Background: an optimization exercise with open tools, aiming at small area, a short achievable clock period and few clock cycles. Do not read the settings as production practice.
Only simulation tests tie the RTL to the original design; equivalence was not proved.

==> flow/design.v (excerpt) <==
module goldschmidt_divider_q4_4 (
    input  wire       clk,
    input  wire       rst_n,
    input  wire       start,
    input  wire [7:0] numerator,
    input  wire [7:0] denominator,
    output wire [7:0] quotient,
    output reg        valid,
    output reg        error
);
    reg busy;
    always @(posedge clk or negedge rst_n) begin
        if (!rst_n) begin
            busy  <= 1'b0;
            valid <= 1'b0;
        end else begin
            busy  <= start;
            valid <= busy;
        end
    end
    wire       sgn0 = numerator[7] ^ denominator[7];
    wire [7:0] nr0  = numerator[7]   ? -numerator   : numerator;
    wire [7:0] dr0  = denominator[7] ? -denominator : denominator;
    reg [2:0] p0, cls0;
    always @(*) begin
        casez (dr0)
            8'b1???????: begin p0 = 3'd7; cls0 = dr0[6:4]; end
            8'b01??????: begin p0 = 3'd6; cls0 = dr0[5:3]; end
            8'b001?????: begin p0 = 3'd5; cls0 = dr0[4:2]; end
            8'b0001????: begin p0 = 3'd4; cls0 = dr0[3:1]; end
            8'b00001???: begin p0 = 3'd3; cls0 = dr0[2:0]; end
            8'b000001??: begin p0 = 3'd2; cls0 = {dr0[1:0], 1'b0}; end
            8'b0000001?: begin p0 = 3'd1; cls0 = {dr0[0], 2'b0}; end
            default:     begin p0 = 3'd0; cls0 = 3'd0; end
        endcase
    end
    reg [4:0] bd0, bd1;
    reg [2:0] bd2;
  ...
For scale: ~1,300 cells after synthesis, roughly 83 flip-flops, roughly 9000 um2 of cells after synthesis.
==> flow/config.mk <==
export PLATFORM = sky130hd
export DESIGN_NAME = goldschmidt_divider_q4_4
export DESIGN_NICKNAME = goldschmidt_divider_q4_4
export VERILOG_FILES = /design/flow/design.v
export SDC_FILE = /design/flow/constraint.sdc
export NUM_CORES = 4
export LEC_CHECK = 0
export ABC_AREA = 1
export CAP_MARGIN = 20
export CORE_MARGIN = 2
export CORE_UTILIZATION = 40
export SETUP_SLACK_MARGIN = 1.0
export SLEW_MARGIN = 20
==> flow/constraint.sdc <==
create_clock -name core_clock -period 8.0 [get_ports {clk}]
set_input_delay 1.6000 -clock core_clock [delete_from_list [all_inputs] [get_ports {clk}]]
set_output_delay 1.6000 -clock core_clock [all_outputs]
set_load 0.01 [all_outputs]
standard.sh (not shown) runs the stock make flow with config.mk's settings and CLKGATE_MAP_FILE= SYNTH_SCRIPT=/design/flow/synth_recipe.tcl, a recipe that flattens the netlist after the stock synthesis.
==> flow/flow/run.sh <==
#!/bin/bash
set -euo pipefail
bash standard.sh MATCH_CELL_FOOTPRINT=0 'BUFFER_PORTS_ARGS=-buffer_cell sky130_fd_sc_hd__buf_2' finish > standard.log 2>&1
Testbench counts at the start, summed over its fixed seeds: cycles 32,000.
Next try:
--- a/flow/flow/run.sh
+++ b/flow/flow/run.sh
@@ -1,2 +1,8 @@
 #!/bin/bash
+# The standard layout (the standard.sh: ORFS synthesis to the final
+# layout, unchanged), with two settings changed: timing repair may swap a cell
+# for one of another footprint (sky130hd's platform config restricts repair to
+# same-footprint sizes), and the buffer put on every input and output port is
+# a buf_2 rather than the resizer's default pick. The whole ORFS run's output
+# goes to standard.log.
 set -euo pipefail
SETUP_SLACK_MARGIN = 1.5   (was 1.0)
Outcome:
- sequential share of layout area drops by 0.52 points
- worst hold slack hardly moves
- sequential cell count is unchanged
- design area is higher by 3.4%
Next try:
==> flow/flow/run.sh (replaced) <==
#!/bin/bash
set -euo pipefail
bash standard.sh MATCH_CELL_FOOTPRINT=0 'BUFFER_PORTS_ARGS=-buffer_cell sky130_fd_sc_hd__buf_2' finish > standard.log 2>&1
SETUP_SLACK_MARGIN = 0.5   (was 1.5)
After rerunning: The changed run went through all stages and came out clean; fmax shrinks by 5.7%; count of clock-buffer cells in the layout stays the same; setup slack is worse by 0.38 ns; design area shrinks by 3.6%; wire length shrinks by 2.5%; critical path depth shrinks by 1; flip-flop and latch count is unchanged; first-iteration DRC count grows by 6.4%; non-clock buffer count shrinks by 15.
Next try:
CORE_UTILIZATION = 55   (was 40)
SETUP_SLACK_MARGIN = 1.0   (was 0.5)
What happened: Critical path depth fell by 1; worst setup slack improves by 0.26 ns; design area fell by about 1.1%; clock skew fell by 0.0045 ns; count of clock-buffer cells in the layout rose by 4; register-to-register slack improves by 0.08 ns; routed wire length fell by about 2%.

* * *

goldschmidt_divider_q4_4, a different RTL version from the one above (not shown whole).
Size in the first run: roughly 1,600 cells after synthesis, roughly 67 flip-flops.
clock: 8.0 ns
lec_check: 0
abc_area: 1
cap_margin: 20
core_margin: 2
core_utilization: 40
slew_margin: 20
run.sh (not shown) runs the stock make flow with config.mk's settings and CLKGATE_MAP_FILE= SYNTH_SCRIPT=/design/flow/synth_recipe.tcl, a recipe that flattens the netlist after the stock synthesis.
Stock flow here: none of the scripts above is used.
Testbench counts at the start, summed over its fixed seeds: cycles 32,000.
Change:
==> flow/flow/run.sh (new file) <==
#!/bin/bash
# The standard layout (the standard.sh: ORFS synthesis to the final
# layout, unchanged), with one setting changed: timing repair may swap a cell
# for one of another footprint (sky130hd's platform config restricts repair to
# same-footprint sizes). The whole ORFS run's output goes to standard.log.
set -euo pipefail
bash standard.sh MATCH_CELL_FOOTPRINT=0 finish > standard.log 2>&1
==> flow/standard.sh (new file) <==
#!/bin/bash
# synth_recipe.tcl (not shown) runs the flow's synth.tcl, then flattens the netlist and writes it again
# the make line also repeats each setting of config.mk as NAME=value (left out here)
make -C /OpenROAD-flow-scripts/flow DESIGN_CONFIG=/design/flow/config.mk WORK_HOME=/design/flow/orfs CLKGATE_MAP_FILE= SYNTH_SCRIPT=/design/flow/synth_recipe.tcl "${@:-finish}"
Settings changed: SETUP_SLACK_MARGIN from default to 1.5.
removed: flow/run.sh
=>
- via count hardly moves
- critical path depth fell by 6
- global-route usage rose by 0.11 points
Change:
==> flow/flow/run.sh (replaced) <==
#!/bin/bash
set -euo pipefail
bash standard.sh MATCH_CELL_FOOTPRINT=0 finish > standard.log 2>&1
Settings changed: CORE_UTILIZATION 40 to 60, SETUP_SLACK_MARGIN 1.5 to 2.5.
After rerunning: The new run finished with timing, DRC and antenna clean. Via count came out higher by 6.2%. Global-route usage came out higher by 12 points. Maximum frequency is about the same. Setup slack degrades by 14 ps. Worst hold slack improves by 8.2 ps.
Change:
==> flow/flow/run.sh (replaced) <==
#!/bin/bash
set -euo pipefail
bash standard.sh MATCH_CELL_FOOTPRINT=0 'BUFFER_PORTS_ARGS=-buffer_cell sky130_fd_sc_hd__buf_2' finish > standard.log 2>&1
Settings changed: CORE_UTILIZATION 60 to 40, SETUP_SLACK_MARGIN 2.5 to 1.5.
Result: Via count falls by a few percent. Final cell count rises by a few percent.

-- what the ideal ports hide --
The results above use ideal ports. As a check the final layouts listed here were re-extracted and re-timed, cells and wires unchanged.
Step 1 assumes that a clkbuf_16 drives the clock port and a buf_2 every other input.
Step 2 also shifts input and output timing later by t, the mid clock arrival at the registers, as if the neighbouring blocks saw the same clock.
Slacks: no drivers / after step 1 / after step 2; pairs: no drivers / after step 1.
| run | shift t [ns] | slack for setup (ns) | clock arrival spread, ns | worst register clock-pin slew, ns |
|---|---|---|---|---|
| the first run of note 1 | 0.382 | 1.527 / 1.486 / 1.624 | 0.014 / 0.014 | 0.07 / 0.07 |
| the second run of note 1 | 0.382 | 1.647 / 1.606 / 1.828 | 0.015 / 0.015 | 0.07 / 0.07 |
| the third run of note 1 | 0.382 | 1.266 / 1.225 / 1.543 | 0.015 / 0.015 | 0.07 / 0.07 |
| the fourth run of note 1 | 0.376 | 1.525 / 1.483 / 1.622 | 0.011 / 0.010 | 0.06 / 0.06 |
| the first run of note 2 | 0.364 | 0.976 / 0.935 / 1.299 | 0.009 / 0.009 | 0.06 / 0.06 |
| the second run of note 2 | 0.365 | 1.718 / 1.676 / 1.950 | 0.008 / 0.008 | 0.06 / 0.06 |
| the third run of note 2 | 0.371 | 1.704 / 1.660 / 2.032 | 0.007 / 0.007 | 0.06 / 0.06 |
| the fourth run of note 2 | 0.361 | 1.738 / 1.696 / 1.949 | 0.007 / 0.006 | 0.06 / 0.06 |
After both steps every run listed still meets setup and hold.
